From an optimization exercise on the open Yosys and OpenROAD flow, aimed at small area; shortcuts taken in it are not production practice. At most, simulation tests tie the RTL to the original design; equivalence was not proved. No functional check of the RTL was part of runs 1 and 7. The clock cells of runs 2 to 7 come from the design's own scripts or RTL, not from TritonCTS. No driver is modelled on the clock port, so clock power and skew are understated where the tree is cut down; a real chip needs a root buffer or a tree. No activity file was given, so power comes from the tool's default toggle rates.

File: config.mk
export PLATFORM = sky130hd
export DESIGN_NAME = i2s
export DESIGN_NICKNAME = i2s
export VERILOG_FILES = /design/flow/design.v
export SDC_FILE = /design/flow/constraint.sdc
export NUM_CORES = 4
export LEC_CHECK = 0
export ABC_AREA = 1
export CAP_MARGIN = 20
export CORE_MARGIN = 2
export CORE_UTILIZATION = 60
export SLEW_MARGIN = 20
File: constraint.sdc
create_clock -name core_clock -period 6.0 [get_ports {clk}]
set_input_delay 1.2000 -clock core_clock [delete_from_list [all_inputs] [get_ports {clk}]]
set_output_delay 1.2000 -clock core_clock [all_outputs]
set_load 0.01 [all_outputs]
File: design.v
module i2s (
	input master_enable, 
	input sdin, 
	output reg [31:0] dout_l, dout_r, 
	output reg sdout, 
	input [31:0] din_l, din_r, 
	input bclk_i, lrclk_i, 
	output bclk_o, lrclk_o, 
	input [19:0] bdiv, 
	input [7:0] lrdiv, 
	output reg [2:0] cst, nst, 
	input rstn, clk
);
reg bclk;
reg [19:0] bcnt;
wire [20:0] nb;
assign nb[0] = ~master_enable;
genvar gi;
generate for (gi = 0; gi < 20; gi = gi + 1) begin : g_nb
	assign nb[gi+1] = nb[gi] | bcnt[gi];
end endgenerate
wire bload = ~nb[20];
wire [19:0] bcnt_nx = ~(bcnt ^ nb[19:0]) & (bdiv | {20{~bload}});
always @(negedge rstn or posedge clk) begin
	if(!rstn) begin
		bcnt <= 20'd0;
		bclk <= 1'b0;
	end
	else begin
		bcnt <= bcnt_nx;
		bclk <= master_enable ? (bclk ^ bload) : bclk_i;
	end
end
assign bclk_o = bclk;
reg bclk_d;
always @(negedge rstn or posedge clk) begin
	if(!rstn) bclk_d <= 1'b0;
	else bclk_d <= bclk;
end
wire bclk_10 = bclk_d & ~bclk;
reg lrclk;
reg [7:0] lrcnt;
wire [8:0] nl;
assign nl[0] = ~(master_enable & bclk_10);
generate for (gi = 0; gi < 8; gi = gi + 1) begin : g_nl
	assign nl[gi+1] = nl[gi] | lrcnt[gi];
end endgenerate
wire lload = ~nl[8];
wire [7:0] lrcnt_nx = ~(lrcnt ^ nl[7:0]) & (lrdiv | {8{~lload}});
always @(negedge rstn or posedge clk) begin
	if(!rstn) begin
		lrcnt <= 8'd0;
		lrclk <= 1'b0;
	end
	else begin
		lrcnt <= lrcnt_nx;
		lrclk <= master_enable ? (lrclk ^ lload) : lrclk_i;
	end
end
assign lrclk_o = lrclk;
reg lrclk_d;
always @(negedge rstn or posedge clk) begin
	if(!rstn) lrclk_d <= 1'b0;
	else lrclk_d <= lrclk;
end
wire lrclk_01 = ~lrclk_d & lrclk;
wire lrclk_10 = lrclk_d & ~lrclk;
localparam
	start_l = 3'd5, channel_l = 3'd4, idle_l = 3'd3, 
	start_r = 3'd2, channel_r = 3'd1, idle_r = 3'd0;
reg [4:0] ncnt;
wire in_chan = (cst == channel_l) | (cst == channel_r);
wire last = &ncnt;
always @(negedge rstn or posedge clk) begin
	if(!rstn) cst <= idle_r;
	else cst <= nst;
end
always @(*) begin
	case(cst)
		idle_l: nst = lrclk_01 ? start_r : cst;
		start_r: nst = bclk_10 ? channel_r : cst;
		channel_r: nst = bclk_10 & last ? idle_r : cst;
		idle_r: nst = lrclk_10 ? start_l : cst;
		start_l: nst = bclk_10 ? channel_l : cst;
		channel_l: nst = bclk_10 & last ? idle_l : cst;
		default: nst = cst;
	endcase
end
always @(negedge rstn or posedge clk) begin
	if(!rstn) ncnt <= 5'd0;
	else if(bclk_10 & in_chan) ncnt <= ncnt + 5'd1;
end
reg [31:0] tl, tr;
reg tl_v;
reg sdin_d;
wire rx_bit = last ? sdin_d : sdin;
wire sh_l = bclk_10 & (cst == channel_l);
wire sh_r = bclk_10 & (cst == channel_r);
always @(posedge clk) begin
	sdin_d <= sdin;
	if(cst == idle_l) tl <= din_l;
	else if(sh_l) tl <= {tl[30:0], rx_bit};
	if(cst == idle_r) tr <= din_r;
	else if(sh_r) tr <= {tr[30:0], rx_bit};
end
always @(negedge rstn or posedge clk) begin
	if(!rstn) tl_v <= 1'b0;
	else if(cst == idle_l) tl_v <= 1'b1;
end
always @(negedge rstn or posedge clk) begin
	if(!rstn) sdout <= 1'b0;
	else begin
		case(cst)
			channel_l: sdout <= tl[31] & tl_v;
			channel_r: sdout <= tr[31];
			default: sdout <= sdout;
		endcase
	end
end
reg fin;
always @(negedge rstn or posedge clk) begin
	if(!rstn) fin <= 1'b0;
	else fin <= bclk_10 & in_chan & last;
end
always @(negedge rstn or posedge clk) begin
	if(!rstn) begin
		dout_l <= 32'd0;
		dout_r <= 32'd0;
	end
	else begin
		if(fin & (cst == idle_l)) dout_l <= tl;
		if(fin & (cst == idle_r)) dout_r <= tr;
	end
end
endmodule
File: flow/run.sh
#!/bin/bash
# Standard ORFS layout (the standard.sh) with these changes:
#  - synthesis: no half-adder extraction, and abc maps the logic for area
#    (flow/area.abc) instead of with ORFS's speed script;
#  - ports get the smallest buffer (buf_1);
#  - the clock tree uses small clock buffers in clusters of up to 16
#    flip-flops, without dummy loads.
set -euo pipefail
here=$(pwd)
export AREA_ABC_SCRIPT=$here/flow/area.abc
export BUFFER_PORTS_ARGS="-buffer_cell sky130_fd_sc_hd__buf_1"
export CTS_ARGS="-sink_clustering_enable -repair_clock_nets -dont_use_dummy_load -sink_clustering_size 22 -sink_clustering_max_diameter 60 -buf_list {sky130_fd_sc_hd__clkbuf_8}"
sed "s|SYNTH_SCRIPT=[^ ]*|SYNTH_SCRIPT=$here/flow/synth.tcl|" standard.sh > own_standard.sh
grep -q "SYNTH_SCRIPT=$here/flow/synth.tcl" own_standard.sh
bash own_standard.sh ADDER_MAP_FILE= finish > flow_standard.log 2>&1
File: flow/area.abc
strash
&get -n
&deepsyn -T 30
&put
dch -f
amap
topo
stime -c
File: flow/synth.tcl
# The standard flow's synthesis script (synth_recipe.tcl) with one change: abc maps the
# logic with the script in $::env(AREA_ABC_SCRIPT) (area-oriented) instead of
# ORFS's. Registers are mapped before abc exactly as in the standard script.
proc synth {args} { yosys synth -nofsm -noshare {*}$args }
proc abc {args} {
  set i [lsearch -exact $args -script]
  if { $i >= 0 } { lset args [expr {$i+1}] $::env(AREA_ABC_SCRIPT) }
  yosys abc {*}$args
}
source $::env(SCRIPTS_DIR)/synth.tcl
# left out here: clear keep_hierarchy, flatten, clean up, hide names made inside functions, write 1_2_yosys.v
File: standard.sh
#!/bin/bash
# synth_recipe.tcl (not shown) runs the flow's synth.tcl, then flattens the netlist and writes it again
# the make line also repeats each setting of config.mk as NAME=value (left out here)
make -C /OpenROAD-flow-scripts/flow DESIGN_CONFIG=/design/flow/config.mk WORK_HOME=/design/flow/orfs CLKGATE_MAP_FILE= SYNTH_SCRIPT=/design/flow/synth_recipe.tcl "${@:-finish}"
==> impl_metrics.csv, run 1 <==
group,metric,value,unit
run_status,outcome,"finished clean",
worst_setup_path,critPathLaunch,"master_enable",
cts,clock-sinks,172,
timing,setup_viol,0,
global_route,grt_max_degree,56,
floorplanning,core_region_area,10700,µm²
timing,finClkSkew,0.0294,ns
cts,post_cts_buffers,0,
worst_setup_path,path_cells,"buf_1, clkinv_1, or3_4, or2_1, or2_1, or2_1, or2_1, or2_1, or2_1, or2_0, or2_0, or2_1, or2_0, or2_0, or2_0, or2_0, or3_4, nor2_4, nand2_2, nor2_4, clkinv_4, o22ai_1, a21oi_1",
yosys,synth_area_leaders,"dfrtp_1, edfxtp_1, o22a_1",
cts,clock_path_buffers,2,
worst_setup_path,cp_slowest_stage_delay,0.40,ns
placed_design,dp_cells,804,
layout,drive_gt1_share,7.17,%
power,vdd_ir_drop_max,160,µV
yosys,synth_top_area_share,40.8,%
route,drc,0,
placed_design,pre_cts_ws,-0.139,ns
timing,finalHoldViolations,0,
timing,finalCriticalPeriod,5.70,ns
floorplanning,chipHeight,109,µm
timing,fmax,0.175,GHz
placed_design,numPortBuffers,170,
yosys,synthCells,475,
worst_setup_path,cp_num_buf_inv,3,
layout,mostFrequentLayoutCells,"buf_1, o22a_1, dfrtp_1",
global_route,grt_pass1_wl,22300,µm
timing,whs,0.444,ns
worst_setup_path,cp-endpoint,"bclk$_DFF_PN0_",
floorplanning,pin_count,171,
floorplanning,rows,38,
placed_design,gp_congestion,0.763,
cts,root_buffer,"clkbuf_8",
layout,n_antenna_cell,0,
timing,setup_ws,0.296,ns
worst_setup_path,required,6.29,ns
worst_setup_path,rrSetupSlack,0.90,ns
job,drv_cap,0,
yosys,yosysWarnings,1,
timing,slew_headroom,33.6,%
floorplanning,dieArea,11800,µm²
layout,area_growth,19.1,%
worst_setup_path,cp-start-kind,"primary input",
timing,tightest_slew,0.990,ns
worst_setup_path,worstSetupPathType,"in -> reg",
cts,cts_hold_buf,0,
min_path,hold_class,"reg -> reg",
route,dr.pass1.iters,5,
route,vias_per_cell,5.66,
global_route,gr-total-overflow,0,
cts,cts_buffers,17,
timing,rsz0062_at_grt,"no",
yosys,synth_seq_area_share,70.4,%
layout,finalNetCount,783,
min_path,hold_depth,0,
cts,clock_latency,0.43,ns
worst_setup_path,cp.arrival,5.99,ns
yosys,synth_seq_cells,172,
worst_setup_path,cp_slowest_cell,"or3_4",
floorplanning,die_w,109,µm
worst_setup_path,reg2regPathDepth,21,
route,ant_nets,0,
cts,clk_pin_slew_worst_paths,0.06,ns
power,finalPower,2.56,mW
worst_setup_path,path_delay_family,"simple AND/OR/NAND/NOR gates",
power,leakagePower,3.09,nW
route,wl_per_cell,16.7,µm
worst_setup_path,path_max_fanout,5,
global_route,grt_usage,24.6,%
worst_setup_path,crit_cells,23,
yosys,synth_area_leader_cell,"dfrtp_1",
route,num_vias,4659,
global_route,antenna_found_initial,0,
worst_setup_path,r2r-start,"bcnt[0]$_DFF_PN0_",
cts,htree_levels,4,
floorplanning,initial_core_util,61.1,%
global_route,grt_pass1_vias,4679,
timing,finalCritPeriodShare,95.1,%
timing,drv_slew,0,
worst_setup_path,cp_common_cell,"or2_1",
yosys,avgSynthCellArea,13.8,µm²
route,drt_iter0_drc,233,
cts,tritoncts,"done",
worst_setup_path,cp-end-kind,"flop",
yosys,synth_area,6560,µm²
worst_setup_path,reg2reg_to,"bclk$_DFF_PN0_",
route,routed_wl,13700,µm
layout,utilization,72.7,%
power,power_density,328,nW/µm²
yosys,postSynthNetCount,573,
layout,layout_commonest_cell,"buf_1",
yosys,synth.distinct_cells,23,
layout,stdcell_count,823,
placed_design,hpwl,9120,µm
## power by group
part | internal [mW] | switching [mW] | total (mW)
registers | 1.44 | 0.0869 | 1.53
logic | 0.195 | 0.247 | 0.442
clock network | 0.251 | 0.341 | 0.592
## cell usage after synthesis, drive strengths merged
cell	count
a21o	2
a21oi	25
a221o	1
a22o	2
a31oi	2
and3	1
clkinv	22
dfrtp	107
dfxtp	1
edfxtp	64
nand2	32
nand4	1
nor2	48
nor2b	1
nor3	2
o21a	5
o21ai	4
o21bai	1
o22a	127
o22ai	4
o32ai	1
or2	19
or3	3
## metrics by stage
step	area [µm²]	TNS, ns
after floorplan	6570	0
after global placement	7550	-0.0676
after detailed placement	7550	-1.17
after CTS	7780	0
after global routing	7810	0
final	7810	0
## logic make-up (layout without fill, tap and decap cells)
group	count (synthesis)	count (layout)	share of synthesized area, %
buffers and inverters	22	230	1.26
and+or+nand+nor	107	107	7.11
AOI/OAI and AO/OA	174	174	21.2
DFF	172	172	70.4
## registers in the layout, indices dropped and copies added, names as in the netlist
register / cells
bclk_d: 1
tl_v: 1
lrcnt: 8
tl: 32
sdout: 1
dout_r: 32
bclk: 1
cst: 3
tr: 32
fin: 1
ncnt: 5
bcnt: 20
sdin_d: 1
lrclk_d: 1
dout_l: 32
lrclk: 1
## worst min-delay path by stage
stage	slack [ns]	end	from
after global placement	0.43	bclk_d$_DFF_PN0_	bclk$_DFF_PN0_
after CTS	0.45	bclk_d$_DFF_PN0_	bclk$_DFF_PN0_
after floorplan	0.43	tl_v$_DFFE_PN0P_	tl_v$_DFFE_PN0P_
after detailed placement	0.43	bclk_d$_DFF_PN0_	bclk$_DFF_PN0_
final	0.44	bclk_d$_DFF_PN0_	bclk$_DFF_PN0_
after global routing	0.46	bclk_d$_DFF_PN0_	bclk$_DFF_PN0_
## repair_timing
action | 4_1_cts | 5_1_grt
setup endpoints to repair | 0 | 19
gates resized for setup | 0 | 13
hold endpoints to repair | 0 | 0
## final cells by class
cell class / instances / area, µm²
Fill cell: 787 / 2930
Timing Repair inverter: 2 / 11.3
Sequential cell: 172 / 4620
Clock buffer: 17 / 234
Multi-Input combinational cell: 281 / 1900
Timing Repair Buffer: 189 / 785
Tap cell: 140 / 175
Inverter: 22 / 87.6
## metal layers
layer	global-route usage (%)	wire [µm]
met4	8.24	227
met1	32.1	5790
met2	40.5	6780
met3	6.27	931
met5	0	0
==> run 2, diff against run 1 <==
--- a/design.v
+++ b/design.v
@@ -86,9 +86,9 @@
 		default: nst = cst;
 	endcase
 end
-always @(negedge rstn or posedge clk) begin
-	if(!rstn) ncnt <= 5'd0;
-	else if(bclk_10 & in_chan) ncnt <= ncnt + 5'd1;
+always @(posedge clk) begin
+	if(!in_chan) ncnt <= 5'd0;
+	else if(bclk_10) ncnt <= ncnt + 5'd1;
 end
 reg [31:0] tl, tr;
 reg tl_v;
==> flow/run.sh (replaced) <==
#!/bin/bash
# Standard ORFS layout (the standard.sh) with these changes:
#  - synthesis: no half-adder extraction, and abc maps the logic for area
#    (flow/area.abc) instead of with ORFS's speed script; the registers are
#    mapped before abc exactly as in the standard synthesis;
#  - ports get the smallest buffer (buf_1);
#  - the clock tree is a plain two-level tree (flow/cts_hook.tcl): a root
#    clkbuf_4 driving 12 clkbuf_8, each driving the registers around it.
# The tools' logs are in orfs/logs/ and the make output in flow_standard.log.
set -euo pipefail
here=$(pwd)
export AREA_ABC_SCRIPT=$here/flow/area.abc
export BUFFER_PORTS_ARGS="-buffer_cell sky130_fd_sc_hd__buf_1"
export PRE_CTS_TCL=$here/flow/cts_hook.tcl
export CLOCK_LEAVES=12
export CLOCK_LEAF_BUF=sky130_fd_sc_hd__clkbuf_8
export CLOCK_ROOT_BUF=sky130_fd_sc_hd__clkbuf_4
sed "s|SYNTH_SCRIPT=[^ ]*|SYNTH_SCRIPT=$here/flow/synth.tcl|" standard.sh > own_standard.sh
grep -q "SYNTH_SCRIPT=$here/flow/synth.tcl" own_standard.sh
bash own_standard.sh ADDER_MAP_FILE= finish > flow_standard.log 2>&1
==> flow/area.abc (replaced) <==
strash
&get -n
&deepsyn -J 100 -T 120
&put
dch -f
amap
topo
stime -c
==> flow/cts_hook.tcl (new file) <==
# Sourced by ORFS's cts.tcl before it calls clock_tree_synthesis (PRE_CTS_TCL).
# Replaces that call with a plain two-level clock tree: the clock port drives
# one root buffer, which drives CLOCK_LEAVES leaf buffers; the registers are
# split into that many groups of similar size by position (k-means), and each leaf buffer
# sits at the centre of its group and drives it. Every register is two
# buffers from the clock port.
proc clock_tree_synthesis {args} {
  set K $::env(CLOCK_LEAVES)
  set block [ord::get_db_block]
  set db [ord::get_db]
  set clknet [$block findNet clk]
  set sinks {}
  foreach it [$clknet getITerms] {
    set loc [[$it getInst] getLocation]
    lappend sinks [list $it [lindex $loc 0] [lindex $loc 1]]
  }
  set n [llength $sinks]
  puts "clock tree: $n sinks, $K leaf buffers"
  # k-means on the register positions, started from the x order
  set sorted [lsort -integer -index 1 $sinks]
  set cent {}
  for {set k 0} {$k < $K} {incr k} {
    set s [lindex $sorted [expr {int(($k + 0.5) * $n / $K)}]]
    lappend cent [list [lindex $s 1] [lindex $s 2]]
  }
  # capacitated k-means: each group takes at most ceil(n/K)+1 registers;
  # registers are assigned nearest-first to the closest group with room
  set cap [expr {($n + $K - 1) / $K + 1}]
  for {set iter 0} {$iter < 30} {incr iter} {
    set pairs {}
    set i 0
    foreach s $sinks {
      for {set k 0} {$k < $K} {incr k} {
        set c [lindex $cent $k]
        lappend pairs [list [expr {abs([lindex $s 1] - [lindex $c 0]) + abs([lindex $s 2] - [lindex $c 1])}] $i $k]
      }
      incr i
    }
    set asg [lrepeat $n -1]
    set fill [lrepeat $K 0]
    foreach p [lsort -real -index 0 $pairs] {
      lassign $p d i k
      if {[lindex $asg $i] >= 0 || [lindex $fill $k] >= $cap} { continue }
      lset asg $i $k
      lset fill $k [expr {[lindex $fill $k] + 1}]
    }
    set newc {}
    for {set k 0} {$k < $K} {incr k} {
      set sx 0; set sy 0; set c 0
      foreach s $sinks a $asg {
        if {$a == $k} { set sx [expr {$sx + [lindex $s 1]}]; set sy [expr {$sy + [lindex $s 2]}]; incr c }
      }
      if {$c > 0} { lappend newc [list [expr {$sx / $c}] [expr {$sy / $c}]] } else { lappend newc [lindex $cent $k] }
    }
    set cent $newc
  }
  set lm [$db findMaster $::env(CLOCK_LEAF_BUF)]
  set rm [$db findMaster $::env(CLOCK_ROOT_BUF)]
  set rootnet [odb::dbNet_create $block clknet_root]
  $rootnet setSigType CLOCK
  set rinst [odb::dbInst_create $block $rm clkbuf_root]
  set sx 0; set sy 0
  foreach c $cent { set sx [expr {$sx + [lindex $c 0]}]; set sy [expr {$sy + [lindex $c 1]}] }
  $rinst setLocation [expr {int($sx / $K)}] [expr {int($sy / $K)}]
  $rinst setPlacementStatus PLACED
  for {set k 0} {$k < $K} {incr k} {
    set c [lindex $cent $k]
    set li [odb::dbInst_create $block $lm clkbuf_leaf_$k]
    $li setLocation [expr {int([lindex $c 0])}] [expr {int([lindex $c 1])}]
    $li setPlacementStatus PLACED
    set ln [odb::dbNet_create $block clknet_leaf_$k]
    $ln setSigType CLOCK
    [$li findITerm A] connect $rootnet
    [$li findITerm X] connect $ln
    set cnt 0
    foreach s $sinks a $asg {
      if {$a == $k} { set it [lindex $s 0]; $it disconnect; $it connect $ln; incr cnt }
    }
    puts "clock tree: leaf $k drives $cnt registers"
  }
  [$rinst findITerm A] connect $clknet
  [$rinst findITerm X] connect $rootnet
  set_propagated_clock [all_clocks]
}
==> impl_metrics.csv, run 2 <==
group,metric,value,unit
run_status,outcome,"finished clean",
floorplanning,die_w,108,µm
global_route,antenna_found_initial,0,
placed_design,gp_congestion,0.820,
yosys,yosysMostFrequentCell,"o22a_1",
global_route,gr-total-overflow,0,
placed_design,hpwl,9300,µm
power,leakagePower,3.05,nW
cts,post_cts_buffers,0,
cts,clock_latency,0.58,ns
layout,stdcell_area,7750,µm²
worst_setup_path,r2r-start,"bcnt[0]$_DFF_PN0_",
yosys,synth_area_leader_cell,"dfrtp_1",
timing,finClkSkew,0.0243,ns
floorplanning,initial_core_util,60.9,%
timing,slew_headroom,33.1,%
worst_setup_path,cp_slowest_cell,"or3_1",
floorplanning,core_region_area,10700,µm²
worst_setup_path,rrSetupSlack,0.91,ns
placed_design,pre_cts_ws,-0.103,ns
power,power_density,327,nW/µm²
global_route,grt_pass1_vias,4638,
route,routed_wl,13700,µm
floorplanning,dieArea,11800,µm²
floorplanning,chipHeight,108,µm
route,dr.pass1.iters,4,
power,finalPower,2.53,mW
yosys,synth_top_area_share,39.0,%
yosys,synth_area,6540,µm²
yosys,synth_area_leaders,"dfrtp_1, edfxtp_1, o22a_1",
layout,area_growth,18.5,%
power,vdd_ir_drop_max,241,µV
route,num_vias,4643,
yosys,synth_ff_type,"dfrtp_1",
layout,mostFrequentLayoutCells,"buf_1, o22a_1, dfrtp_1",
layout,finalNetCount,779,
yosys,synth_seq_area_share,70.2,%
worst_setup_path,path_cells,"buf_1, clkinv_1, or3_1, or2_0, or2_0, or2_0, or2_0, or2_0, or2_0, or2_0, or2_0, or2_0, or2_0, or2_0, or2_0, or2_0, or3_1, nor2_1, nand2_1, nor2_2, clkinv_4, buf_4, nor2_1, a21oi_1",
floorplanning,rows,38,
timing,tightest_slew,1.00,ns
timing,drv_slew,0,
global_route,grt_usage,23.1,%
timing,rsz0062_at_grt,"no",
route,drc,0,
worst_setup_path,required,6.45,ns
global_route,grt_pass1_wl,21900,µm
worst_setup_path,cp_common_cell,"or2_0",
layout,layout_commonest_cell,"buf_1",
worst_setup_path,cp_slowest_stage_delay,0.41,ns
cts,cts_hold_buf,0,
yosys,avgSynthCellArea,13.9,µm²
timing,finalCritPeriodShare,92.4,%
placed_design,numPortBuffers,170,
min_path,hold_class,"reg -> reg",
worst_setup_path,path_max_fanout,8,
timing,whs,0.460,ns
yosys,synthCells,472,
cts,clk_pin_slew_worst_paths,0.10,ns
route,drt_iter0_drc,300,
worst_setup_path,path_delay_family,"simple AND/OR/NAND/NOR gates",
worst_setup_path,cp_num_buf_inv,4,
timing,fmax,0.180,GHz
worst_setup_path,reg2regPathDepth,22,
route,vias_per_cell,5.67,
cts,cts_resized,0,
worst_setup_path,cp.arrival,6.00,ns
yosys,synth_seq_cells,172,
worst_setup_path,cp-end-kind,"flop",
min_path,whs_endpoint,"lrclk_d$_DFF_PN0_",
worst_setup_path,cp-start-kind,"primary input",
global_route,grt_max_degree,64,
job,drv_cap,0,
floorplanning,pin_count,171,
timing,setup_viol,0,
placed_design,post_dp_cell_area,7580,µm²
layout,drive_gt1_share,6.63,%
worst_setup_path,worstSetupPathType,"in -> reg",
layout,n_antenna_cell,0,
yosys,async_flop_share,59.3,%
yosys,postSynthNetCount,570,
yosys,synth-edff-count,64,
min_path,hold_depth,0,
yosys,synth.distinct_cells,25,
worst_setup_path,reg2reg_to,"bcnt[1]$_DFF_PN0_",
timing,finalHoldViolations,0,
route,wl_per_cell,16.8,µm
timing,finalCriticalPeriod,5.55,ns
timing,setup_ws,0.455,ns
layout,utilization,72.1,%
min_path,min_from,"lrclk$_DFF_PN0_",
route,ant_nets,0,
yosys,synth_top_cells_by_count,"o22a_1, dfrtp_1, edfxtp_1",
yosys,yosysWarnings,1,
run 2: cell types whose count changed after synthesis, sizes merged, moves of 2 or more:
cell / before / now
a211oi: 0 / 2
nor2: 48 / 44
nand3: 0 / 2
nand2: 32 / 30
dfrtp: 107 / 102
a21oi: 25 / 23
a31oi: 2 / 0
o22a: 127 / 129
dfxtp: 1 / 6
run 2: worst register-to-register path, stage by stage, from the launching register on:
cell	delay [ns]
dfrtp_1	0.39
or3_1	0.39
or2_0	0.26
or2_0	0.23
or2_0	0.24
or2_0	0.25
or2_0	0.25
or2_0	0.23
or2_0	0.24
or2_0	0.23
or2_0	0.22
or2_0	0.22
or2_0	0.22
or2_0	0.22
or2_0	0.24
or3_1	0.38
nor2_1	0.13
nand2_1	0.09
nor2_2	0.16
clkinv_4	0.08
buf_4	0.16
nor2_1	0.09
a21oi_1	0.05
run 2: worst max path at each step:
stage,startpoint,to,slack [ns],cells after the start
4_1_cts,master_enable,bcnt[2]$_DFF_PN0_,0.46,24
6_report,master_enable,bcnt[1]$_DFF_PN0_,0.45,24
5_1_grt,master_enable,bcnt[2]$_DFF_PN0_,0.11,24
3_3_place_gp,master_enable,bcnt[8]$_DFF_PN0_,-0.002,24
2_1_floorplan,master_enable,bclk$_DFF_PN0_,0.004,22
3_5_place_dp,master_enable,bcnt[13]$_DFF_PN0_,-0.10,24
run 2: power by group:
group | total [mW] | switching, mW | internal, mW
logic | 0.463 | 0.259 | 0.204
registers | 1.55 | 0.0957 | 1.45
clock network | 0.519 | 0.335 | 0.184
total | 2.53 | 0.689 | 1.84
run 2: cell type report:
| type | count | area (µm²) |
|---|---|---|
| multi-input cells | 279 | 1900 |
| well taps | 140 | 175 |
| inverters | 21 | 83.8 |
| flip-flops and latches | 172 | 4590 |
| plain buffers | 13 | 173 |
| repair buffers | 194 | 822 |
| fillers | 795 | 2990 |
run 2: kinds of logic after synthesis:
logic type             synth area share, %
AO/OA/AOI/OAI                         21.5
buffers and inverters                 1.20
AND/OR/NAND/NOR                       7.13
flip-flops                            70.2
run 2: routing by layer:
layer,track usage [%],vias up,wire [µm]
met4,4.40,0,267
li1,-,2230,-
met1,29.3,2254,5580
met3,5.24,24,1050
met5,0,-,0
met2,41.0,135,6850
run 2: metrics by stage:
stage	setup TNS, ns	std cells
floorplan	0	472
global placement	-0.00240	806
detailed placement	-1.61	806
CTS	0	819
global route	0	819
finish	0	819
==> run 3, diff against run 2 <==
--- a/design.v
+++ b/design.v
@@ -12,7 +12,9 @@
 	input rstn, clk
 );
 reg bclk;
-reg [19:0] bcnt;
+localparam [19:0] BINV = 20'haaaaa;
+reg [19:0] bq;
+wire [19:0] bcnt = bq ^ BINV;
 wire [20:0] nb;
 assign nb[0] = ~master_enable;
 genvar gi;
@@ -23,11 +25,11 @@
 wire [19:0] bcnt_nx = ~(bcnt ^ nb[19:0]) & (bdiv | {20{~bload}});
 always @(negedge rstn or posedge clk) begin
 	if(!rstn) begin
-		bcnt <= 20'd0;
+		bq <= BINV;
 		bclk <= 1'b0;
 	end
 	else begin
-		bcnt <= bcnt_nx;
+		bq <= bcnt_nx ^ BINV;
 		bclk <= master_enable ? (bclk ^ bload) : bclk_i;
 	end
 end
==> impl_metrics.csv, run 3 <==
group,metric,value,unit
power,vdd_ir_drop_max,233,µV
timing,fmax,0.208,GHz
worst_setup_path,cp.arrival,5.27,ns
timing,rsz0062_at_grt,"no",
yosys,synth_top_family_by_area,"compound AO/OA/AOI/OAI gates",
power,power_density,318,nW/µm²
timing,finClkSkew,0.0299,ns
floorplanning,pin_count,171,
yosys,synth-edff-count,64,
cts,clk_pin_slew_worst_paths,0.09,ns
route,drc,0,
yosys,synthAdderAreaFrac,0,%
layout,nFillCells,808,
floorplanning,rows,38,
run_status,outcome,"finished clean",
layout,n_antenna_cell,0,
timing,drv_slew,0,
worst_setup_path,cp_slowest_cell,"clkinv_1",
yosys,yosysMostFrequentCell,"o22a_1",
worst_setup_path,required,6.46,ns
worst_setup_path,cp_slowest_stage_delay,0.43,ns
layout,mostFrequentLayoutCells,"buf_1, o22a_1, dfrtp_1",
layout,layout_commonest_cell,"buf_1",
worst_setup_path,reg2reg_to,"bclk$_DFF_PN0_",
route,ant_nets,0,
layout,drive_gt1_share,5.66,%
cts,cts_hold_buf,0,
route,drt_iter0_drc,266,
yosys,synth-xor-area-share,0,%
layout,stdcell_area,7590,µm²
global_route,grt_pass1_vias,4529,
floorplanning,die_w,108,µm
yosys,synth_area,6520,µm²
power,leakagePower,2.99,nW
worst_setup_path,cp-start-kind,"primary input",
yosys,synth_ff_type,"dfrtp_1",
timing,finalHoldViolations,0,
min_path,hold_depth,0,
worst_setup_path,reg2regPathDepth,23,
placed_design,numPortBuffers,170,
yosys,synthCells,463,
placed_design,post_dp_cell_area,7420,µm²
worst_setup_path,worstSetupPathType,"in -> reg",
timing,setup_tns,0,ns
cts,clock_latency,0.57,ns
timing,setup_viol,0,
timing,tightest_slew,0.991,ns
worst_setup_path,cp_common_cell,"nor2_1",
cts,cts_resized,0,
yosys,synth_seq_area_share,70.7,%
layout,area_growth,16.5,%
yosys,synth_area_leaders,"dfrtp_1, edfxtp_1, o22a_1",
layout,utilization,70.9,%
worst_setup_path,path_delay_family,"simple AND/OR/NAND/NOR gates",
timing,finalCriticalPeriod,4.81,ns
worst_setup_path,r2r-start,"bq[0]$_DFF_PN0_",
yosys,synth.distinct_cells,23,
route,routed_wl,13600,µm
timing,finalCritPeriodShare,80.1,%
global_route,grt_usage,22.9,%
layout,finalNetCount,754,
worst_setup_path,rrSetupSlack,1.82,ns
route,vias_per_cell,5.75,
min_path,hold_class,"reg -> reg",
global_route,antenna_found_initial,0,
global_route,gr-total-overflow,0,
min_path,min_from,"bclk$_DFF_PN0_",
min_path,whs_endpoint,"bclk_d$_DFF_PN0_",
floorplanning,dieArea,11700,µm²
yosys,synthMuxAreaShare,0,%
job,drv_cap,0,
timing,slew_headroom,33.5,%
floorplanning,initial_core_util,60.9,%
worst_setup_path,path_max_fanout,19,
yosys,synth_top_area_share,35.3,%
route,dr.pass1.iters,4,
placed_design,hpwl,8980,µm
cts,post_cts_buffers,0,
floorplanning,chipHeight,108,µm
worst_setup_path,cp-end-kind,"flop",
yosys,synthSimpleGateAreaFrac,5.32,%
yosys,avgSynthCellArea,14.1,µm²
yosys,yosysWarnings,1,
floorplanning,core_region_area,10700,µm²
yosys,synth-compound-area-share,22.9,%
global_route,grt_pass1_wl,21700,µm
route,num_vias,4562,
yosys,synth_area_leader_cell,"dfrtp_1",
worst_setup_path,cp_num_buf_inv,3,
yosys,postSynthNetCount,561,
placed_design,gp_congestion,0.771,
route,wl_per_cell,17.1,µm
yosys,async_flop_share,59.3,%
yosys,synth_seq_cells,172,
yosys,synth_top_cells_by_count,"o22a_1, dfrtp_1, edfxtp_1",
global_route,grt_max_degree,58,
==> run 3: cell types whose count changed after synthesis, sizes merged, moves of 4 or more <==
cell | previous run | this run
nand2 | 30 | 23
dfrtp | 102 | 92
o21a | 5 | 12
a21o | 2 | 10
a21oi | 23 | 9
nor3 | 3 | 7
dfstp | 0 | 10
o21ai | 3 | 23
or2 | 19 | 6
==> run 3: power by group <==
| group | total [mW] | internal [mW] | switching (mW) |
|---|---|---|---|
| combinational | 0.402 | 0.177 | 0.225 |
| clock | 0.519 | 0.184 | 0.335 |
| sequential | 1.49 | 1.41 | 0.0782 |
==> run 3: cell type report <==
class	count	area (µm²)	area share, %
tap	140	175	2.31
multi-input combinational	272	1860	24.5
timing repair buffer	178	702	9.25
inverter	19	71.3	0.940
sequential	172	4610	60.7
buffer	13	173	2.27
==> run 3: worst register-to-register path: stages (launching register included) <==
cell and delay (ns):
dfrtp_1 0.38, nor2_1 0.15, nand2_1 0.11, nor2_1 0.16, nand2_1 0.10, nor2_1 0.17
nand2_1 0.11, nor2_1 0.16, nand2_1 0.11, nor2_1 0.16, nand2_1 0.10, nor2_1 0.15
nand2_1 0.10, nor2_1 0.16, nand2_1 0.11, nor2_1 0.17, nand2_1 0.11, nor2_1 0.16
nand2_1 0.11, or2_0 0.25, nor2_1 0.20, clkinv_1 0.43, o22ai_1 0.32, a21oi_1 0.09
==> run 3: routing by layer <==
layer | wire length, µm | track usage [%] | vias to the layer above
met3 | 914 | 4.34 | 11
met2 | 6620 | 38.9 | 129
met1 | 5870 | 32.1 | 2240
li1 | - | - | 2182
met4 | 159 | 3.11 | 0
met5 | 0 | 0 | -
==> run 3: how the worst max path moves through the flow <==
stage | from | to | slack (ns) | cells past startpoint
after global placement | master_enable | bclk$_DFF_PN0_ | 0.88 | 25
after global routing | master_enable | bclk$_DFF_PN0_ | 0.36 | 25
after CTS | master_enable | bclk$_DFF_PN0_ | 1.17 | 25
after floorplan | cst[0]$_DFF_PN0_ | dout_l[0]$_DFFE_PN0P_ | 0.22 | 8
final | master_enable | bclk$_DFF_PN0_ | 1.19 | 25
after detailed placement | master_enable | bclk$_DFF_PN0_ | 0.56 | 25
==> run 3: logic make-up after synthesis <==
group | Yosys count
buffers and inverters | 19
flip-flops | 172
AO/OA/AOI/OAI | 189
AND/OR/NAND/NOR | 83
==> run 3: metrics by stage <==
stage                     hold slack [ns]  power, mW  cells  setup slack (ns)
after detailed placement            0.419       1.92    781             0.556
final                               0.441       2.41    794              1.19
after floorplan                     0.441       1.78    463             0.223
after global placement              0.413       1.90    781             0.876
after CTS                           0.442       2.44    794              1.17
after global routing                0.454       2.54    794             0.359
==> run 4, diff against run 3 <==
--- a/design.v
+++ b/design.v
@@ -98,12 +98,16 @@
 wire rx_bit = last ? sdin_d : sdin;
 wire sh_l = bclk_10 & (cst == channel_l);
 wire sh_r = bclk_10 & (cst == channel_r);
+wire ld_l = (cst == idle_l);
+wire ld_r = (cst == idle_r);
+wire hd_l = ~ld_l & ~sh_l;
+wire hd_r = ~ld_r & ~sh_r;
+wire [31:0] tl_nx = ({32{ld_l}} & din_l) | ({32{sh_l}} & {tl[30:0], rx_bit}) | ({32{hd_l}} & tl);
+wire [31:0] tr_nx = ({32{ld_r}} & din_r) | ({32{sh_r}} & {tr[30:0], rx_bit}) | ({32{hd_r}} & tr);
 always @(posedge clk) begin
 	sdin_d <= sdin;
-	if(cst == idle_l) tl <= din_l;
-	else if(sh_l) tl <= {tl[30:0], rx_bit};
-	if(cst == idle_r) tr <= din_r;
-	else if(sh_r) tr <= {tr[30:0], rx_bit};
+	tl <= tl_nx;
+	tr <= tr_nx;
 end
 always @(negedge rstn or posedge clk) begin
 	if(!rstn) tl_v <= 1'b0;
==> impl_metrics.csv, run 4 <==
group,metric,value,unit
run_status,outcome,"finished clean",
route,vias_per_cell,5.76,
yosys,synth_top_cells_by_count,"dfrtp_1, clkinv_1, dfxtp_1",
worst_setup_path,cp-end-kind,"flop",
cts,cts_hold_buf,0,
floorplanning,pin_count,171,
layout,area_growth,17.5,%
timing,setup_tns,0,ns
global_route,grt_usage,25.6,%
placed_design,pre_cts_ws,0.629,ns
route,wl_per_cell,16.3,µm
power,power_density,350,nW/µm²
yosys,synth_top_area_share,37.1,%
layout,layout_commonest_cell,"buf_1",
floorplanning,core_region_area,10200,µm²
placed_design,gp_congestion,0.804,
timing,setup_viol,0,
timing,finalCriticalPeriod,4.75,ns
worst_setup_path,cp.arrival,5.20,ns
timing,fmax,0.211,GHz
timing,slew_headroom,36.1,%
yosys,synthCells,550,
cts,clock_latency,0.56,ns
layout,stdcell_count,879,
timing,tightest_slew,0.956,ns
placed_design,hpwl,9730,µm
yosys,synth_seq_cells,172,
timing,drv_slew,0,
power,leakagePower,3.07,nW
worst_setup_path,path_max_fanout,19,
yosys,yosysMostFrequentCell,"dfrtp_1",
placed_design,dp_cells,864,
floorplanning,rows,37,
global_route,gr-total-overflow,0,
global_route,grt_max_degree,60,
cts,post_cts_buffers,0,
global_route,grt_pass1_vias,4905,
yosys,avgSynthCellArea,11.3,µm²
global_route,grt_pass1_wl,23800,µm
yosys,synth_area,6200,µm²
layout,finalNetCount,842,
route,routed_wl,14300,µm
yosys,synth.distinct_cells,26,
floorplanning,die_w,106,µm
layout,nFillCells,822,
worst_setup_path,worstSetupPathType,"in -> reg",
global_route,antenna_found_initial,0,
layout,drive_gt1_share,5.12,%
floorplanning,chipHeight,106,µm
route,dr.pass1.iters,8,
placed_design,numPortBuffers,170,
worst_setup_path,required,6.45,ns
timing,finClkSkew,0.0188,ns
floorplanning,dieArea,11200,µm²
power,vdd_ir_drop_max,263,µV
yosys,yosysWarnings,1,
route,drt_iter0_drc,559,
timing,whs,0.450,ns
timing,finalHoldViolations,0,
cts,cts_resized,0,
route,ant_nets,0,
yosys,async_flop_share,59.3,%
yosys,synth-edff-count,0,
power,finalPower,2.55,mW
yosys,synth_ff_type,"dfrtp_1",
route,drc,0,
worst_setup_path,cp-start-kind,"primary input",
route,num_vias,5067,
timing,finalCritPeriodShare,79.1,%
timing,rsz0062_at_grt,"no",
yosys,synth_area_leaders,"dfrtp_1, dfxtp_1, o22a_1",
timing,setup_ws,1.25,ns
job,drv_cap,0,
yosys,synth_area_leader_cell,"dfrtp_1",
layout,mostFrequentLayoutCells,"buf_1, dfrtp_1, dfxtp_1",
min_path,hold_class,"reg -> reg",
yosys,postSynthNetCount,648,
floorplanning,initial_core_util,60.9,%
yosys,synth_seq_area_share,63.9,%
cts,clk_pin_slew_worst_paths,0.09,ns
run 4: changes by cell type after synthesis, sizes merged, moves of 3 or more:
| cell | change |
|---|---|
| dfxtp | +64 |
| a222oi | +40 |
| nor2 | +21 |
| o22a | -71 |
| clkinv | +51 |
| o21ai | +5 |
| edfxtp | -64 |
| a21oi | +17 |
| nor3 | -3 |
| a22oi | +6 |
| o22ai | +18 |
run 4: final cells by class:
class                           count  area, µm²  share of cell area (%)
Timing Repair Buffer              179        727                    9.97
Antenna cell                        1       2.50                  0.0343
Multi-Input combinational cell    308       1990                    27.3
Sequential cell                   172       3970                    54.4
Tap cell                          136        170                    2.33
Inverter                           70        263                    3.60
Buffer                             13        173                    2.37
run 4: power breakdown:
| part | switching (mW) | internal [mW] | total (mW) |
|---|---|---|---|
| logic | 0.295 | 0.232 | 0.527 |
| registers | 0.139 | 1.37 | 1.51 |
| clock network | 0.327 | 0.184 | 0.511 |
| total | 0.761 | 1.79 | 2.55 |
run 4: logic make-up (layout without fill, tap and decap cells):
logic type | count (synthesis) | after routing | synth area share, %
and+or+nand+nor | 102 | 102 | 6.78
DFF | 172 | 172 | 63.9
buffers and inverters | 70 | 262 | 4.23
AOI/OAI and AO/OA | 206 | 206 | 25.1
other | 0 | 1 | 0
run 4: final timing paths:
| check | startpoint | endpoint | slack, ns | cells past startpoint |
|---|---|---|---|---|
| max | master_enable | bclk$_DFF_PN0_ | 1.25 | 25 |
| min | tr[24]$_DFF_P_ | dout_r[24]$_DFFE_PN0P_ | 0.45 | 2 |
| max reg2reg | bq[0]$_DFF_PN0_ | bclk$_DFF_PN0_ | 1.86 | 23 |
| min reg2reg | tr[24]$_DFF_P_ | dout_r[24]$_DFFE_PN0P_ | 0.45 | 2 |
| max in group asynchronous | rstn | dout_l[8]$_DFFE_PN0P_ | 4.10 | 2 |
| min in group asynchronous | rstn | dout_l[24]$_DFFE_PN0P_ | 0.69 | 1 |
run 4: critical path: stages:
cell and delay, ns:
buf_1 0.18, clkinv_1 0.15, nor2_1 0.18, nand2_1 0.11, nor2_1 0.17, nand2_1 0.11, nor2_1 0.16, nand2_1 0.11
nor2_1 0.16, nand2_1 0.10, nor2_1 0.15, nand2_1 0.10, nor2_1 0.16, nand2_1 0.11, nor2_1 0.16, nand2_1 0.11
nor2_1 0.16, nand2_1 0.11, nor2_1 0.16, nand2_1 0.10, or2_0 0.25, nor2_1 0.19, clkinv_1 0.41, o22ai_1 0.31
a21oi_1 0.09
run 4: through the flow:
stage               instance area [µm²]  util [%]
finish                             7290      71.6
global route                       7290      71.6
CTS                                7260      71.3
global placement                   7090      69.6
detailed placement                 7090      69.6
floorplan                          6200         -
run 4: routing by layer:
layer	up-vias	track usage [%]	share of wire, %	wire, µm
li1	2425	-	-	-
met4	0	4.32	2.0	282
met1	2430	35.7	42	6040
met2	190	43.9	49	6970
met5	-	0	0	0
met3	22	3.34	7.1	1020
==> run 5, diff against run 4 <==
--- a/flow/run.sh
+++ b/flow/run.sh
@@ -5,14 +5,14 @@
 #    mapped before abc exactly as in the standard synthesis;
 #  - ports get the smallest buffer (buf_1);
 #  - the clock tree is a plain two-level tree (flow/cts_hook.tcl): a root
-#    clkbuf_4 driving 12 clkbuf_8, each driving the registers around it.
+#    clkbuf_4 driving 10 clkbuf_8, each driving the registers around it.
 # The tools' logs are in orfs/logs/ and the make output in flow_standard.log.
 set -euo pipefail
 here=$(pwd)
 export AREA_ABC_SCRIPT=$here/flow/area.abc
 export BUFFER_PORTS_ARGS="-buffer_cell sky130_fd_sc_hd__buf_1"
 export PRE_CTS_TCL=$here/flow/cts_hook.tcl
-export CLOCK_LEAVES=12
+export CLOCK_LEAVES=10
 export CLOCK_LEAF_BUF=sky130_fd_sc_hd__clkbuf_8
 export CLOCK_ROOT_BUF=sky130_fd_sc_hd__clkbuf_4
 sed "s|SYNTH_SCRIPT=[^ ]*|SYNTH_SCRIPT=$here/flow/synth.tcl|" standard.sh > own_standard.sh
==> impl_metrics.csv, run 5 <==
group,metric,value,unit
worst_setup_path,cp_slowest_cell,"clkinv_1",
worst_setup_path,cp-end-kind,"flop",
layout,stdcell_area,7260,µm²
layout,layout_commonest_cell,"buf_1",
route,num_vias,5089,
power,vdd_ir_drop_max,251,µV
yosys,synth_seq_area_share,63.9,%
timing,finalCritPeriodShare,80.4,%
layout,mostFrequentLayoutCells,"buf_1, dfrtp_1, dfxtp_1",
worst_setup_path,cp_slowest_stage_delay,0.41,ns
global_route,grt_pass1_vias,4893,
yosys,yosysMostFrequentCell,"dfrtp_1",
timing,tightest_slew,0.952,ns
timing,finalCriticalPeriod,4.82,ns
floorplanning,initial_core_util,60.9,%
layout,nFillCells,831,
floorplanning,pin_count,171,
timing,drv_slew,0,
global_route,antenna_found_initial,0,
timing,fmax,0.207,GHz
floorplanning,core_region_area,10200,µm²
cts,cts_hold_buf,0,
floorplanning,die_w,106,µm
power,leakagePower,3.05,nW
worst_setup_path,r2r-start,"bq[0]$_DFF_PN0_",
yosys,synth_ff_type,"dfrtp_1",
min_path,min_from,"lrclk$_DFF_PN0_",
worst_setup_path,path_delay_family,"simple AND/OR/NAND/NOR gates",
worst_setup_path,required,6.39,ns
layout,drive_gt1_share,4.86,%
route,wl_per_cell,16.4,µm
worst_setup_path,worstSetupPathType,"in -> reg",
global_route,grt_max_degree,60,
power,power_density,347,nW/µm²
placed_design,gp_congestion,0.804,
yosys,synth_area_leader_cell,"dfrtp_1",
yosys,avgSynthCellArea,11.3,µm²
min_path,hold_depth,0,
floorplanning,rows,37,
timing,slew_headroom,36.4,%
yosys,synth_area_leaders,"dfrtp_1, dfxtp_1, o22a_1",
worst_setup_path,reg2reg_to,"bclk$_DFF_PN0_",
timing,finClkSkew,0.0221,ns
min_path,hold_class,"reg -> reg",
yosys,synth_seq_cells,172,
route,drt_iter0_drc,503,
yosys,synth_top_cells_by_count,"dfrtp_1, clkinv_1, dfxtp_1",
timing,rsz0062_at_grt,"no",
global_route,grt_pass1_wl,23600,µm
min_path,whs_endpoint,"lrclk_d$_DFF_PN0_",
yosys,yosysWarnings,1,
global_route,grt_usage,25.5,%
route,routed_wl,14300,µm
route,vias_per_cell,5.81,
worst_setup_path,cp_num_buf_inv,3,
yosys,synth.distinct_cells,26,
route,drc,0,
cts,clock_latency,0.53,ns
yosys,synthCells,550,
floorplanning,chipHeight,106,µm
worst_setup_path,cp.arrival,5.22,ns
worst_setup_path,cp-start-kind,"primary input",
worst_setup_path,rrSetupSlack,1.82,ns
route,dr.pass1.iters,9,
timing,finalHoldViolations,0,
yosys,synth_top_area_share,37.1,%
worst_setup_path,cp_common_cell,"nor2_1",
cts,cts_resized,0,
floorplanning,dieArea,11200,µm²
layout,area_growth,17.0,%
yosys,synth-edff-count,0,
placed_design,hpwl,9730,µm
layout,finalNetCount,840,
placed_design,dp_cells,864,
global_route,gr-total-overflow,0,
yosys,synth_area,6200,µm²
timing,setup_viol,0,
cts,clk_pin_slew_worst_paths,0.10,ns
run_status,outcome,"finished clean",
worst_setup_path,path_max_fanout,19,
yosys,async_flop_share,59.3,%
yosys,postSynthNetCount,648,
job,drv_cap,0,
layout,n_antenna_cell,0,
route,ant_nets,0,
timing,setup_tns,0,ns
cts,post_cts_buffers,0,
placed_design,numPortBuffers,170,
layout,stdcell_count,876,
placed_design,post_dp_cell_area,7090,µm²
worst_setup_path,reg2regPathDepth,23,
## run 5: cell counts after synthesis
Identical to the previous run, type by type.
## run 5: stage by stage
step                hold WS, ns  total power, mW  utilization (%)  setup slack (ns)
detailed placement        0.429             2.06             69.6             0.629
global route              0.470             2.68             71.3             0.382
floorplan                 0.424             1.87                -              1.55
global placement          0.427             2.02             69.6             0.863
finish                    0.441             2.52             71.3              1.18
CTS                       0.432             2.53             71.1              1.17
## run 5: metal layers
layer / part of all wire, % / wire [µm] / global-route usage (%) / vias to the layer above
met3: 7.1 / 1010 / 3.09 / 14
met1: 42 / 6000 / 35.1 / 2456
met2: 50 / 7120 / 44.4 / 199
met4: 1.4 / 204 / 4.04 / 0
li1: - / - / - / 2420
met5: 0 / 0 / 0 / -
## run 5: cell families after synthesis
kind of cell	count (synthesis)	synth area share, %
and+or+nand+nor	102	6.78
DFF	172	63.9
AOI/OAI and AO/OA	206	25.1
buffers and inverters	70	4.23
## run 5: report_power, final
| group | internal, mW | switching [mW] |
|---|---|---|
| Clock | 0.156 | 0.321 |
| Sequential | 1.37 | 0.140 |
| Combinational | 0.232 | 0.296 |
## run 5: worst max path at each step
stage / from / cells after the start / endpoint / slack [ns]
6_report: master_enable / 25 / bclk$_DFF_PN0_ / 1.18
3_5_place_dp: master_enable / 25 / bclk$_DFF_PN0_ / 0.63
4_1_cts: master_enable / 25 / bclk$_DFF_PN0_ / 1.17
5_1_grt: master_enable / 25 / bclk$_DFF_PN0_ / 0.38
3_3_place_gp: master_enable / 25 / bclk$_DFF_PN0_ / 0.86
2_1_floorplan: master_enable / 24 / bclk$_DFF_PN0_ / 1.55
## run 5: area by class of cell
type | count | area, µm² | area share (%)
well taps | 136 | 170 | 2.34
repair buffers | 179 | 727 | 10.0
flip-flops and latches | 172 | 3970 | 54.6
plain buffers | 11 | 145 | 2.00
multi-input cells | 308 | 1990 | 27.4
inverters | 70 | 263 | 3.62
==> run 6, diff against run 5 <==
--- a/flow/run.sh
+++ b/flow/run.sh
@@ -5,14 +5,14 @@
 #    mapped before abc exactly as in the standard synthesis;
 #  - ports get the smallest buffer (buf_1);
 #  - the clock tree is a plain two-level tree (flow/cts_hook.tcl): a root
-#    clkbuf_4 driving 10 clkbuf_8, each driving the registers around it.
+#    clkbuf_4 driving 11 clkbuf_8, each driving the registers around it.
 # The tools' logs are in orfs/logs/ and the make output in flow_standard.log.
 set -euo pipefail
 here=$(pwd)
 export AREA_ABC_SCRIPT=$here/flow/area.abc
 export BUFFER_PORTS_ARGS="-buffer_cell sky130_fd_sc_hd__buf_1"
 export PRE_CTS_TCL=$here/flow/cts_hook.tcl
-export CLOCK_LEAVES=10
+export CLOCK_LEAVES=11
 export CLOCK_LEAF_BUF=sky130_fd_sc_hd__clkbuf_8
 export CLOCK_ROOT_BUF=sky130_fd_sc_hd__clkbuf_4
 sed "s|SYNTH_SCRIPT=[^ ]*|SYNTH_SCRIPT=$here/flow/synth.tcl|" standard.sh > own_standard.sh
==> impl_metrics.csv, run 6 <==
group,metric,value,unit
cts,clk_pin_slew_worst_paths,0.10,ns
min_path,hold_class,"reg -> reg",
worst_setup_path,reg2reg_to,"bclk$_DFF_PN0_",
layout,n_antenna_cell,0,
route,routed_wl,14400,µm
layout,drive_gt1_share,4.99,%
global_route,grt_max_degree,60,
timing,finalHoldViolations,0,
layout,finalNetCount,841,
floorplanning,die_w,106,µm
floorplanning,pin_count,171,
route,ant_nets,0,
route,drc,0,
timing,drv_slew,0,
global_route,antenna_found_initial,0,
worst_setup_path,worstSetupPathType,"in -> reg",
yosys,synth.distinct_cells,26,
yosys,yosysMostFrequentCell,"dfrtp_1",
timing,setup_tns,0,ns
cts,cts_resized,0,
min_path,hold_depth,0,
timing,finalCriticalPeriod,4.79,ns
route,num_vias,5027,
placed_design,numPortBuffers,170,
yosys,synth_seq_area_share,63.9,%
global_route,gr-total-overflow,0,
yosys,synth_seq_cells,172,
global_route,grt_usage,25.6,%
yosys,synth_top_cells_by_count,"dfrtp_1, clkinv_1, dfxtp_1",
job,drv_cap,0,
floorplanning,dieArea,11200,µm²
placed_design,post_dp_cell_area,7090,µm²
yosys,synth_ff_type,"dfrtp_1",
route,wl_per_cell,16.4,µm
global_route,grt_pass1_vias,4915,
timing,fmax,0.209,GHz
run_status,outcome,"finished clean",
power,power_density,348,nW/µm²
worst_setup_path,reg2regPathDepth,23,
cts,post_cts_buffers,0,
yosys,synth-edff-count,0,
route,drt_iter0_drc,646,
layout,area_growth,17.3,%
placed_design,hpwl,9730,µm
timing,slew_headroom,36.9,%
worst_setup_path,r2r-start,"bq[0]$_DFF_PN0_",
yosys,synth_area_leader_cell,"dfrtp_1",
yosys,avgSynthCellArea,11.3,µm²
yosys,synthCells,550,
yosys,synth_top_area_share,37.1,%
cts,clock_latency,0.52,ns
yosys,postSynthNetCount,648,
cts,cts_hold_buf,0,
min_path,whs_endpoint,"lrclk_d$_DFF_PN0_",
power,leakagePower,3.06,nW
worst_setup_path,cp-start-kind,"primary input",
route,vias_per_cell,5.73,
yosys,yosysWarnings,1,
timing,tightest_slew,0.944,ns
worst_setup_path,cp-end-kind,"flop",
worst_setup_path,path_max_fanout,19,
placed_design,gp_congestion,0.804,
worst_setup_path,cp.arrival,5.19,ns
worst_setup_path,required,6.40,ns
timing,setup_viol,0,
floorplanning,initial_core_util,60.9,%
yosys,synth_area,6200,µm²
min_path,min_from,"lrclk$_DFF_PN0_",
worst_setup_path,rrSetupSlack,1.87,ns
timing,finalCritPeriodShare,79.8,%
layout,mostFrequentLayoutCells,"buf_1, dfrtp_1, dfxtp_1",
yosys,async_flop_share,59.3,%
route,dr.pass1.iters,8,
yosys,synth_area_leaders,"dfrtp_1, dfxtp_1, o22a_1",
floorplanning,chipHeight,106,µm
timing,finClkSkew,0.0152,ns
global_route,grt_pass1_wl,23700,µm
timing,rsz0062_at_grt,"no",
floorplanning,core_region_area,10200,µm²
layout,stdcell_area,7280,µm²
power,vdd_ir_drop_max,276,µV
floorplanning,rows,37,
layout,layout_commonest_cell,"buf_1",
## run 6: worst max path at each step
stage / cells after the start / end / start
after floorplan: 24 / bclk$_DFF_PN0_ / master_enable
after global placement: 25 / bclk$_DFF_PN0_ / master_enable
after detailed placement: 25 / bclk$_DFF_PN0_ / master_enable
after CTS: 25 / bclk$_DFF_PN0_ / master_enable
after global routing: 25 / bclk$_DFF_PN0_ / master_enable
final: 25 / bclk$_DFF_PN0_ / master_enable
## run 6: through the flow
stage               util (%)  std cells  setup slack (ns)  power [mW]  hold WS (ns)
floorplan                  -        550              1.55        1.87         0.424
global placement        69.6        864             0.863        2.02         0.427
detailed placement      69.6        864             0.629        2.06         0.429
CTS                     71.2        876              1.22        2.55         0.437
global route            71.5        877             0.390        2.70         0.472
finish                  71.5        877              1.21        2.53         0.441
## run 6: metal layers
layer  GRT usage, %  up-vias  wire, µm
met5              0        -         0
met4           3.48        0       224
met3           3.34       18       946
met2           45.1      180      7120
met1           35.1     2410      6090
li1               -     2419         -
## run 6: logic make-up after synthesis
| group | count (synthesis) | synth area share (%) |
|---|---|---|
| compound gates | 206 | 25.1 |
| flops | 172 | 63.9 |
| simple gates | 102 | 6.78 |
| buf+inv | 70 | 4.23 |
## run 6: cell type report
type	instances	area (µm²)
fill	822	2910
inverter	70	263
sequential	172	3970
timing repair buffer	179	729
buffer	12	159
multi-input combinational	308	1990
tap	136	170
## run 6: where the power goes
part / internal (mW) / leakage [nW] / switching [mW] / total, mW
Sequential: 1.37 / 1.93 / 0.140 / 1.51
Clock: 0.170 / 0.0837 / 0.318 / 0.487
Combinational: 0.232 / 1.05 / 0.298 / 0.530
## run 6: critical path: stages
cell,delay [ns]
buf_1,0.17
clkinv_1,0.14
nor2_1,0.18
nand2_1,0.11
nor2_1,0.18
nand2_1,0.11
nor2_1,0.16
nand2_1,0.11
nor2_1,0.16
nand2_1,0.10
nor2_1,0.16
nand2_1,0.10
nor2_1,0.16
nand2_1,0.10
nor2_1,0.16
nand2_1,0.11
nor2_1,0.16
nand2_1,0.11
nor2_1,0.16
nand2_1,0.10
or2_0,0.25
nor2_1,0.19
clkinv_1,0.41
o22ai_1,0.31
a21oi_1,0.09
==> run 7, diff against run 6 <==
--- a/design.v
+++ b/design.v
@@ -21,15 +21,17 @@
 generate for (gi = 0; gi < 20; gi = gi + 1) begin : g_nb
 	assign nb[gi+1] = nb[gi] | bcnt[gi];
 end endgenerate
-wire bload = ~nb[20];
-wire [19:0] bcnt_nx = ~(bcnt ^ nb[19:0]) & (bdiv | {20{~bload}});
+reg bcnt_v;
+wire bload = master_enable & (~nb[20] | ~bcnt_v);
+wire [19:0] bcnt_nx = (~(bcnt ^ nb[19:0]) | {20{~bcnt_v}}) & (bdiv | {20{~bload}});
+always @(posedge clk) bq <= bcnt_nx ^ BINV;
 always @(negedge rstn or posedge clk) begin
 	if(!rstn) begin
-		bq <= BINV;
+		bcnt_v <= 1'b0;
 		bclk <= 1'b0;
 	end
 	else begin
-		bq <= bcnt_nx ^ BINV;
+		if(master_enable) bcnt_v <= 1'b1;
 		bclk <= master_enable ? (bclk ^ bload) : bclk_i;
 	end
 end
@@ -47,15 +49,17 @@
 generate for (gi = 0; gi < 8; gi = gi + 1) begin : g_nl
 	assign nl[gi+1] = nl[gi] | lrcnt[gi];
 end endgenerate
-wire lload = ~nl[8];
-wire [7:0] lrcnt_nx = ~(lrcnt ^ nl[7:0]) & (lrdiv | {8{~lload}});
+reg lrcnt_v;
+wire lload = master_enable & bclk_10 & (~nl[8] | ~lrcnt_v);
+wire [7:0] lrcnt_nx = (~(lrcnt ^ nl[7:0]) | {8{~lrcnt_v}}) & (lrdiv | {8{~lload}});
+always @(posedge clk) lrcnt <= lrcnt_nx;
 always @(negedge rstn or posedge clk) begin
 	if(!rstn) begin
-		lrcnt <= 8'd0;
+		lrcnt_v <= 1'b0;
 		lrclk <= 1'b0;
 	end
 	else begin
-		lrcnt <= lrcnt_nx;
+		if(master_enable & bclk_10) lrcnt_v <= 1'b1;
 		lrclk <= master_enable ? (lrclk ^ lload) : lrclk_i;
 	end
 end
--- a/flow/run.sh
+++ b/flow/run.sh
@@ -5,14 +5,14 @@
 #    mapped before abc exactly as in the standard synthesis;
 #  - ports get the smallest buffer (buf_1);
 #  - the clock tree is a plain two-level tree (flow/cts_hook.tcl): a root
-#    clkbuf_4 driving 11 clkbuf_8, each driving the registers around it.
+#    clkbuf_4 driving 12 clkbuf_8, each driving the registers around it.
 # The tools' logs are in orfs/logs/ and the make output in flow_standard.log.
 set -euo pipefail
 here=$(pwd)
 export AREA_ABC_SCRIPT=$here/flow/area.abc
 export BUFFER_PORTS_ARGS="-buffer_cell sky130_fd_sc_hd__buf_1"
 export PRE_CTS_TCL=$here/flow/cts_hook.tcl
-export CLOCK_LEAVES=11
+export CLOCK_LEAVES=12
 export CLOCK_LEAF_BUF=sky130_fd_sc_hd__clkbuf_8
 export CLOCK_ROOT_BUF=sky130_fd_sc_hd__clkbuf_4
 sed "s|SYNTH_SCRIPT=[^ ]*|SYNTH_SCRIPT=$here/flow/synth.tcl|" standard.sh > own_standard.sh
==> impl_metrics.csv, run 7 <==
group,metric,value,unit
run_status,outcome,"finished clean",
yosys,avgSynthCellArea,11.2,µm²
route,drt_iter0_drc,666,
layout,area_growth,18.1,%
placed_design,numPortBuffers,170,
timing,finalHoldViolations,0,
yosys,synth_ff_type,"dfxtp_1",
timing,setup_tns,0,ns
yosys,synth_area,6170,µm²
floorplanning,rows,37,
yosys,synth-edff-count,0,
worst_setup_path,path_delay_family,"simple AND/OR/NAND/NOR gates",
yosys,synth_area_leaders,"dfxtp_1, dfrtp_1, a222oi_1",
floorplanning,chipHeight,105,µm
yosys,async_flop_share,43.7,%
timing,slew_headroom,33.7,%
layout,stdcell_area,7290,µm²
power,power_density,344,nW/µm²
global_route,grt_max_degree,77,
timing,drv_slew,0,
layout,n_antenna_cell,0,
yosys,synthCells,550,
timing,finClkSkew,0.0201,ns
floorplanning,die_w,105,µm
power,vdd_ir_drop_max,278,µV
worst_setup_path,cp_num_buf_inv,3,
floorplanning,core_region_area,10100,µm²
global_route,antenna_found_initial,0,
placed_design,post_dp_cell_area,7090,µm²
cts,cts_resized,0,
power,finalPower,2.51,mW
cts,post_cts_buffers,0,
timing,setup_viol,0,
global_route,grt_usage,24.2,%
global_route,grt_pass1_vias,4937,
cts,clk_pin_slew_worst_paths,0.09,ns
layout,finalNetCount,843,
yosys,synth_top_area_share,31.8,%
worst_setup_path,worstSetupPathType,"in -> reg",
yosys,yosysWarnings,1,
yosys,synth_seq_area_share,62.6,%
worst_setup_path,rrSetupSlack,1.81,ns
worst_setup_path,cp_common_cell,"nand2_1",
placed_design,hpwl,9100,µm
timing,rsz0062_at_grt,"no",
route,dr.pass1.iters,8,
cts,cts_hold_buf,0,
min_path,whs_endpoint,"lrclk_d$_DFF_PN0_",
worst_setup_path,cp_slowest_stage_delay,0.32,ns
layout,drive_gt1_share,4.04,%
route,routed_wl,13900,µm
layout,layout_commonest_cell,"buf_1",
yosys,synth_seq_cells,174,
floorplanning,initial_core_util,60.9,%
global_route,gr-total-overflow,0,
worst_setup_path,path_max_fanout,19,
timing,setup_ws,0.976,ns
placed_design,pre_cts_ws,0.462,ns
layout,mostFrequentLayoutCells,"buf_1, dfxtp_1, clkinv_1",
min_path,min_from,"lrclk$_DFF_PN0_",
job,drv_cap,0,
worst_setup_path,cp-end-kind,"flop",
yosys,synth_area_leader_cell,"dfxtp_1",
route,wl_per_cell,15.8,µm
route,ant_nets,0,
floorplanning,dieArea,11100,µm²
route,num_vias,5181,
timing,fmax,0.199,GHz
power,leakagePower,2.93,nW
worst_setup_path,r2r-start,"bq[0]$_DFF_P_",
global_route,grt_pass1_wl,22700,µm
worst_setup_path,reg2reg_to,"bq[18]$_DFF_P_",
route,drc,0,
cts,clock_latency,0.55,ns
yosys,postSynthNetCount,648,
min_path,hold_depth,0,
yosys,synth_top_cells_by_count,"dfxtp_1, clkinv_1, dfrtp_1",
worst_setup_path,cp-start-kind,"primary input",
worst_setup_path,cp.arrival,5.48,ns
yosys,synth.distinct_cells,25,
floorplanning,pin_count,171,
timing,finalCriticalPeriod,5.02,ns
min_path,hold_class,"reg -> reg",
placed_design,gp_congestion,0.856,
worst_setup_path,reg2regPathDepth,23,
yosys,yosysMostFrequentCell,"dfxtp_1",
worst_setup_path,required,6.45,ns
timing,tightest_slew,0.988,ns
timing,finalCritPeriodShare,83.7,%
route,vias_per_cell,5.89,
worst_setup_path,cp_slowest_cell,"nand2_1",
-- run 7: changes by cell type after synthesis, moves of 8 or more --
cell / before / now
a21o_1: 10 / 1
o22ai_1: 23 / 2
nand2_1: 22 / 35
a21oi_1: 26 / 15
dfrtp_1: 92 / 76
o211ai_1: 0 / 9
dfstp_2: 10 / 0
o22a_1: 55 / 64
o21ai_0: 28 / 15
dfxtp_1: 70 / 98
a222oi_1: 40 / 62
clkinv_1: 70 / 81
o21a_1: 12 / 2
nor2_1: 63 / 55
-- run 7: cell type report --
cell class | count | area, µm²
fill | 776 | 2850
buffer | 13 | 173
inverter | 81 | 304
sequential | 174 | 3860
tap | 136 | 170
timing repair buffer | 180 | 757
multi-input combinational | 295 | 2020
-- run 7: kinds of logic after synthesis --
family	synth area share (%)
AO/OA/AOI/OAI	25.2
flip-flops	62.6
AND/OR/NAND/NOR	7.27
buffers and inverters	4.92
-- run 7: per-stage QoR --
stage | std cells | utilization (%) | hold slack, ns
CTS | 878 | 71.7 | 0.429
global placement | 864 | 69.7 | 0.415
floorplan | 550 | - | 0.428
detailed placement | 865 | 69.9 | 0.415
global route | 879 | 71.9 | 0.436
finish | 879 | 71.9 | 0.424
-- run 7: where the power goes --
group | leakage (nW) | internal (mW) | switching (mW)
sequential | 1.84 | 1.35 | 0.134
combinational | 0.997 | 0.229 | 0.276
clock | 0.0909 | 0.184 | 0.333
-- run 7: worst max-delay path by stage --
stage | from | endpoint | slack (ns) | cells past startpoint
2_1_floorplan | master_enable | bq[18]$_DFF_P_ | 1.41 | 24
3_3_place_gp | master_enable | bq[18]$_DFF_P_ | 0.72 | 25
3_5_place_dp | master_enable | bq[18]$_DFF_P_ | 0.46 | 25
4_1_cts | master_enable | bq[6]$_DFF_P_ | 1.04 | 26
5_1_grt | master_enable | bq[5]$_DFF_P_ | 0.17 | 25
6_report | master_enable | bq[18]$_DFF_P_ | 0.98 | 25
-- run 7: metal layers --
layer | share of wire [%] | global-route usage (%)
met1 | 42 | 31.9
met2 | 47 | 41.5
met5 | 0 | 0
met3 | 8.1 | 4.58
met4 | 2.4 | 5.52
-- run 7: worst register-to-register path, cell delays in order (launching register included) --
cell      delay [ns]
dfxtp_1         0.32
nor2_1          0.15
nand2_1         0.12
nor2_1          0.18
nand2_1         0.11
nor2_1          0.17
nand2_1         0.12
nor2_1          0.17
nand2_1         0.11
nor2_1          0.18
nand2_1         0.12
nor2_1          0.18
nand2_1         0.11
nor2_1          0.17
nand2_1         0.11
nor2_1          0.17
nand2_1         0.11
nor2_1          0.17
nand2_1         0.12
o21ai_0         0.28
o21ai_0         0.21
clkinv_1        0.09
nand2_1         0.32
o21a_1          0.30

what the ideal ports hide:
How much do the figures lean on ideal ports? The routed layouts below were timed once more, with nothing changed but the port constraints.
Step 1, drivers: a clkbuf_16 drives clk and a buf_2 each remaining input, both assumed.
Step 2 times the ports against the registers' clock, not the clock port: input delays grow and output delays shrink by t, the midpoint of the rising clock arrivals with the driver on.
Three values: no drivers, after step 1, after step 2; two values: the first two.
| run | shift t [ns] | slack for setup (ns) | hold slack, ns |
|---|---|---|---|
| run 1 | 0.450 | 0.296 / 0.298 / -0.152 | 0.444 / 0.444 / 0.444 |
| run 2 | 0.599 | 0.455 / 0.466 / -0.134 | 0.460 / 0.460 / 0.460 |
| run 3 | 0.592 | 1.194 / 1.206 / 0.614 | 0.441 / 0.441 / 0.441 |
| run 4 | 0.587 | 1.252 / 1.265 / 0.679 | 0.450 / 0.450 / 0.450 |
| run 5 | 0.546 | 1.175 / 1.185 / 0.639 | 0.441 / 0.441 / 0.441 |
| run 6 | 0.550 | 1.214 / 1.225 / 0.675 | 0.441 / 0.441 / 0.441 |
| run 7 | 0.577 | 0.976 / 0.987 / 0.410 | 0.424 / 0.424 / 0.424 |
Met with ideal ports but missed after step 2: setup timing in run 1 and run 2. For run 2, which loses most, drivers alone change the setup slack by +0.011 ns; drivers and shift together by -0.589 ns.
